From an optimization exercise on the open Yosys and OpenROAD flow, aimed at small area, a short achievable clock period and few clock cycles; shortcuts taken in it are not production practice.
In this exercise RTL edits were held to simulation tests only and were not proved equivalent to the original.
No driver is modelled on the clock port, so clock power and skew are understated where the tree is cut down; a real chip needs a root buffer or a tree.
Power is estimated from default activity; no workload was simulated.

== v6 ==
==> flow/design.v <==
module cb_seg(
    input wire clk,
    input wire reset,
    input wire[11:0] tb_size_in,
    input wire wreq_size,
    output wire rreq_data,
    input wire[7:0] tb_in,
    output wire cb_valid,
    output wire[7:0] cb_data,
    output wire cb_size,
    output wire cb_start
);
reg [10:0] wq [0:32];
reg [32:0] v;        
wire       release_cur;
wire [32:0] fa;      
wire [31:0] mv;      
reg  [7:1] fb;
wire [8:1] fbx = {v[32], fb};
wire [32:0] vn;      
genvar g;
generate for (g = 0; g < 32; g = g + 1) begin : q
    localparam integer M = ((g + 4) / 4) * 4;
    if (g + 1 == M) begin : top
        assign fa[g] = fbx[M/4];
    end else begin : loc
        assign fa[g] = (&v[M-1:g+1]) & fbx[M/4];
    end
    assign mv[g] = v[g] & ~fa[g];
    always @(posedge clk)
        if (mv[g]) wq[g+1] <= wq[g];
end endgenerate
assign fa[32] = 1'b1;
always @(posedge clk)
    if (wreq_size) wq[0] <= tb_size_in[10:0];
assign vn[0]    = wreq_size | (v[0] & ~mv[0]);
assign vn[32]   = mv[31] | (v[32] & ~release_cur);
assign vn[31:1] = mv[30:0] | (v[31:1] & ~mv[31:1]);
integer j;
reg [7:1] fbn;
always @(*)
    for (j = 1; j < 8; j = j + 1) fbn[j] = &(vn | ((33'd1 << (4 * j)) - 33'd1));
always @(posedge clk or posedge reset)
    if (reset) begin
        v  <= 33'd0;
        fb <= 7'd0;
    end else begin
        v  <= vn;
        fb <= fbn;
    end
wire [10:0] cur = wq[32];
wire [10:0] w31 = wq[31];
reg c_gt768, c_big, c_nofill, c_fill1, c_is1;
always @(posedge clk)
    if (mv[31]) begin
        c_gt768  <= w31 > 11'd768;
        c_big    <= (w31 > 11'd132) & ~((w31 > 11'd768) & ~(w31 > 11'd894));
        c_nofill <= (w31 == 11'd132) | (w31 == 11'd768) | (w31 == 11'd894) | (w31 == 11'd1530);
        c_fill1  <= (w31 == 11'd131) | (w31 == 11'd767) | (w31 == 11'd893) | (w31 == 11'd1529);
        c_is1    <= (w31 == 11'd1);
    end
localparam IDLE = 2'd0, BODY = 2'd2, CRC = 2'd3;
reg [1:0]  ph;
reg [10:0] p;
reg        fill;     
reg        fe;       
reg        lastnc;   
reg        twob;     
reg        big;      
reg        sob;      
reg        blk2;     
reg [1:0]  cc;       
wire p_fe = twob ? (big ? (p == 11'd1528) : (p == 11'd892))
                 : (big ? (p == 11'd766) : (p == 11'd130));
wire tb_last = (ph == BODY & lastnc & ~twob) | (ph == CRC & cc == 2'd2 & blk2);
wire start = v[32] & ((ph == IDLE) | tb_last);
wire fill_end = (ph == BODY) & fill & fe;
assign release_cur = (start & c_nofill) | fill_end;
always @(posedge clk or posedge reset)
    if (reset) ph <= IDLE;
    else if (start) ph <= BODY;
    else case (ph)
        BODY: if (lastnc) ph <= twob ? CRC : IDLE;
        CRC:  if (cc == 2'd2) ph <= blk2 ? IDLE : BODY;
        default: ;
    endcase
always @(posedge clk) begin
    if (start) begin
        p      <= cur;
        fill   <= ~c_nofill;
        fe     <= c_fill1;
        lastnc <= 1'b0;
        twob   <= c_gt768;
        big    <= c_big;
        sob    <= 1'b1;
        blk2   <= 1'b0;
    end else case (ph)
        BODY: begin
            sob <= 1'b0;
            cc  <= 2'd0;
            if (fill) begin
                if (fe) begin
                    p      <= cur;
                    fill   <= 1'b0;
                    lastnc <= c_is1;
                end else begin
                    p      <= p + 11'd1;
                    fe     <= p_fe;
                end
            end else begin
                p      <= p - 11'd1;
                lastnc <= (p == 11'd2) | (twob & ~blk2 & (p == 11'd767));
            end
        end
        CRC: begin
            cc <= cc + 2'd1;
            if (cc == 2'd2) begin
                blk2 <= 1'b1;
                big  <= 1'b1;
                sob  <= 1'b1;
            end
        end
        default: ;
    endcase
end
wire is_v    = ph[1];                       
wire is_data = (ph == BODY) & ~fill;
wire is_crc  = (ph == CRC);
reg s1_v, s2_v, s1_d, s2_d, s1_c, s2_c;
reg s1_st, s2_st, s1_sz, s2_sz;
reg rreq_q;
assign rreq_data = rreq_q;
always @(posedge clk or posedge reset)
    if (reset) begin
        s1_v <= 1'b0; s2_v <= 1'b0; rreq_q <= 1'b0;
    end else begin
        s1_v <= is_v; s2_v <= s1_v; rreq_q <= is_data;
    end
always @(posedge clk) begin
    s1_d <= is_data; s1_c <= is_crc; s1_st <= sob; s1_sz <= big;
    s2_d <= s1_d;    s2_c <= s1_c;   s2_st <= s1_st; s2_sz <= s1_sz;
end
reg [7:0]  ob;       
reg        ov, ost, osz;
reg        ocu;      
reg [23:0] crc;
assign cb_valid = ov;
assign cb_data  = ob;
assign cb_start = ost;
assign cb_size  = osz;
function [23:0] crc_next(input [23:0] s, input [7:0] d);
    reg [23:0] r;
    integer k;
    begin
        r = s;
        for (k = 0; k < 8; k = k + 1)
            r = {r[22:0], 1'b0} ^ ((r[23] ^ d[k]) ? 24'h800063 : 24'h0);
        crc_next = r;
    end
endfunction
wire [23:0] crc_n = crc_next(crc, ob);
always @(posedge clk or posedge reset)
    if (reset) ov <= 1'b0;
    else       ov <= s2_v;
always @(posedge clk) begin
    ost <= s2_st;
    osz <= s2_sz;
    ocu <= s2_v & ~s2_c;
    if (s2_c)
        ob <= ocu ? crc_n[7:0] : crc[15:8];
    else
        ob <= s2_d ? tb_in : 8'h00;
    if (s2_v & s2_st) crc <= 24'hffffff;
    else if (ocu) crc <= crc_n;
    else if (s2_c) crc[15:0] <= crc[23:8];
end
endmodule
Settings: LEC_CHECK=0, CAP_MARGIN=20, CORE_MARGIN=2, CORE_UTILIZATION=40, CTS_CLUSTER_DIAMETER=60, CTS_CLUSTER_SIZE=30, SETUP_SLACK_MARGIN=3.05, SLEW_MARGIN=20; clock period 5.0 ns.
standard.sh (not shown) runs the stock make flow with config.mk's settings and CLKGATE_MAP_FILE= SYNTH_SCRIPT=/design/flow/synth_recipe.tcl, a recipe that flattens the netlist after the stock synthesis.
==> flow/flow/run.sh <==
#!/bin/bash
# The standard layout with two changes to how it is made: the clock tree gets
# no dummy loads, and the port buffers are the smallest buffer cell.
set -e
export CTS_ARGS="-sink_clustering_enable -repair_clock_nets -sink_clustering_size 30 -sink_clustering_max_diameter 60 -dont_use_dummy_load"
export BUFFER_PORTS_ARGS="-buffer_cell sky130_fd_sc_hd__buf_1"
cp standard.sh standard_sh_copy.txt
export POST_CTS_TCL="$PWD/flow/drop_root.tcl"
bash standard.sh > standard.log 2>&1
==> flow/flow/drop_root.tcl <==
set block [ord::get_db_block]
set port_net [$block findNet clk]
set iterms [$port_net getITerms]
if {[llength $iterms] == 1} {
  set root [[lindex $iterms 0] getInst]
  set onet ""
  foreach it [$root getITerms] {
    if {[$it isOutputSignal]} { set onet [$it getNet] }
  }
  set loads {}
  foreach it [$onet getITerms] {
    if {[$it getInst] != $root} { lappend loads $it }
  }
  if {[llength $loads] <= 4 && [llength [$onet getBTerms]] == 0} {
    foreach it $loads {
      $it disconnect
      $it connect $port_net
    }
    puts "drop_root: removed [$root getName], [llength $loads] loads moved to the clock port"
    odb::dbInst_destroy $root
    odb::dbNet_destroy $onet
  } else {
    puts "drop_root: root drives [llength $loads] pins, left unchanged"
  }
}
estimate_parasitics -placement
report_clock_latency
Testbench counts of v6, summed over its fixed seeds: cycles 1,060,569.
> inputs changed (v6 -> v7)
- SETUP_SLACK_MARGIN: 3.05 -> 2.95
- v7 contains fewer vias than v6.
- Summary: with v6 as the reference, post-layout instance area in v7 moved down slightly.
- Number of detailed-routing iterations run before antenna repair: v6 and v7 compared, lower one is v7


== run 1 ==
RTL: the design.v shown in full above, as it stands there.
Settings: LEC_CHECK=0, CAP_MARGIN=20, CORE_MARGIN=2, CORE_UTILIZATION=40, CTS_CLUSTER_DIAMETER=60, CTS_CLUSTER_SIZE=30, SETUP_SLACK_MARGIN=3.05, SLEW_MARGIN=20; clock period 5.0 ns.
==> flow/flow/run.sh <==
#!/bin/bash
set -e
export CTS_ARGS="-sink_clustering_enable -repair_clock_nets -sink_clustering_size 30 -sink_clustering_max_diameter 75 -dont_use_dummy_load"
export BUFFER_PORTS_ARGS="-buffer_cell sky130_fd_sc_hd__buf_1"
export POST_CTS_TCL="$PWD/flow/drop_root.tcl"
bash standard.sh > standard.log 2>&1
Other scripts of this flow, unchanged in this note and not shown: flow/flow/drop_root.tcl
The final layout from run 1, which completed every stage, passed the timing, design-rule and antenna checks at the end of the flow.
Testbench counts of run 1, summed over its fixed seeds: cycles 1,060,569.
Modified inputs, run 2 compared to run 1
Settings: swapping 3.05 for 3.1 in SETUP_SLACK_MARGIN.
==> flow/flow/run.sh <==
#!/bin/bash
set -e
export CTS_ARGS="-sink_clustering_enable -repair_clock_nets -sink_clustering_size 30 -sink_clustering_max_diameter 60 -dont_use_dummy_load"
export BUFFER_PORTS_ARGS="-buffer_cell sky130_fd_sc_hd__buf_1"
export POST_CTS_TCL="$PWD/flow/drop_root.tcl"
bash standard.sh > standard.log 2>&1
Notes after the runs:
Against run 1, first-pass GRT wire length in run 2 rose slightly.
As far as die area goes, run 1 and run 2 are indistinguishable; the numbers are identical.
Run 2 — number of non-filler instances in the completed layout 1.0% higher, run 1 as reference
Input-level comparison between run 3 and run 2:
Settings: changing SETUP_SLACK_MARGIN from 3.1 to 3.05.
==> flow/flow/run.sh <==
#!/bin/bash
set -e
export CTS_ARGS="-sink_clustering_enable -repair_clock_nets -sink_clustering_size 30 -sink_clustering_max_diameter 50 -dont_use_dummy_load"
export BUFFER_PORTS_ARGS="-buffer_cell sky130_fd_sc_hd__buf_1"
export POST_CTS_TCL="$PWD/flow/drop_root.tcl"
bash standard.sh > standard.log 2>&1
Results
- Measured against each other, run 2 and run 3 differ in cell count, the higher figure coming from run 2.
- The global-route track usage on met3 of run 2 and that of run 3 are within noise of each other.
- Compared with run 2, run 3 shows total power that has gone up slightly.
- The post-layout minimum cycle time of run 3 exceeds that of run 2 by 0.17 ns.
Setup changes, run 3 to run 4
Settings: swapping 40 for 55 in CORE_UTILIZATION.
==> flow/flow/run.sh <==
#!/bin/bash
set -e
export CTS_ARGS="-sink_clustering_enable -repair_clock_nets -sink_clustering_size 30 -sink_clustering_max_diameter 60 -dont_use_dummy_load"
export BUFFER_PORTS_ARGS="-buffer_cell sky130_fd_sc_hd__buf_1"
export POST_CTS_TCL="$PWD/flow/drop_root.tcl"
bash standard.sh > standard.log 2>&1
## What came out
- A launch point of the critical path of rreq_q$_DFF_PP0_ is what run 3 shows, while fb[7]$_DFF_PP0_ belongs to run 4.
- Delta(power dissipated by switching net loads, run 4 - run 3) < 0
- Comparing the two runs side by side, run 4 comes out ahead of run 3 on routed wire length.
- Run 3 -> run 4: peak clock frequency supported by timing increased by a little under 10%
- Across both runs, sequential share of layout area was higher for run 4 than for run 3.
Changes in run 5 relative to run 4:
Settings: ABC_AREA: unset -> 1; CORE_UTILIZATION: 55 -> 40.
Results
Run 5 and run 4 all finish clean. In run 5 relative to run 4, synthesized cell count had gone up by more than 10%. Of run 5 and run 4, the higher number of global-route vias before repair belongs to run 5. Relative to run 4, number of cells in the finished layout apart from fillers increased by about 20% in run 5. The final reports for run 5 and run 4 show cell area higher in the former. Per the comparison of run 5 with run 4, routed length on met1 has increased; die height +about 17%; wire length of the first global-routing pass increased about 8%; HPWL after detailed placement +about 10%; total die area increased about 37%. Of run 5 and run 4, the lower fraction of final layout cells sized beyond drive strength 1 belongs to run 5. Power share of the combinational group in run 5 is 1.4 points below run 4.
### run 5 -> run 6
Settings: swapping 3.05 for 3.2 in SETUP_SLACK_MARGIN; clearing ABC_AREA, which used to be 1.
### Flow results
Run 6 completed; timing, DRC and antenna clean. Global-route usage: run 5 vs run 6 — no meaningful difference. Between run 6 and run 5, the difference in starting utilization of the core area is negligible. Looking at average wire per cell in the routed design, run 6 sits about 6.4% above run 5. Looking at detailed router's first-iteration violation count, run 6 sits below run 5. The combinational power of run 6 is higher than that of run 5. Looking at run 6 and run 5, the cell area after technology mapping is a wash.

afterwards: timing with drivers on the ports:
Ports are ideal in the flow. The routed layouts listed here were re-timed in OpenROAD.
Step 1 (the two cells are an assumption about what drives the block):
set clk [get_ports {clk}]
set_driving_cell -lib_cell sky130_fd_sc_hd__clkbuf_16 $clk
set_driving_cell -lib_cell sky130_fd_sc_hd__buf_2 [delete_from_list [all_inputs] $clk]
Step 2 moves the port delays by t, midway between the first and last clock arrival at a register: inputs arrive t later, outputs are due t later. That takes back most of the time a late clock gives input paths.
a / b / c = no drivers / after step 1 / after step 2; a / b = the first two.
| run | t, ns | setup slack, ns | worst hold slack (ns) | worst setup path after step 2 | latest minus earliest clock arrival (ns) |
|---|---|---|---|---|---|
| v6 | 0.478 | 3.048 / 2.981 / 3.128 | 0.327 / 0.327 / 0.327 | register to register | 0.075 / 0.075 |
| v7 | 0.479 | 3.045 / 2.988 / 3.045 | 0.327 / 0.327 / 0.327 | register to register | 0.074 / 0.073 |
| run 1 | 0.414 | 3.119 / 3.032 / 3.119 | 0.297 / 0.297 / 0.297 | register to register | 0.047 / 0.047 |
| run 2 | 0.424 | 3.132 / 3.030 / 3.161 | 0.327 / 0.327 / 0.327 | register to register | 0.064 / 0.064 |
| run 3 | 0.560 | 2.965 / 2.917 / 3.132 | 0.325 / 0.325 / 0.325 | register to register | 0.054 / 0.053 |
| run 4 | 0.428 | 3.128 / 3.047 / 3.128 | 0.316 / 0.316 / 0.316 | register to register | 0.051 / 0.051 |
| run 5 | 0.436 | 3.081 / 3.069 / 3.081 | 0.325 / 0.325 / 0.325 | register to register | 0.072 / 0.072 |
| run 6 | 0.419 | 3.118 / 3.017 / 3.197 | 0.327 / 0.327 / 0.327 | input to register | 0.069 / 0.069 |
After both steps setup and hold are still met in every run listed.
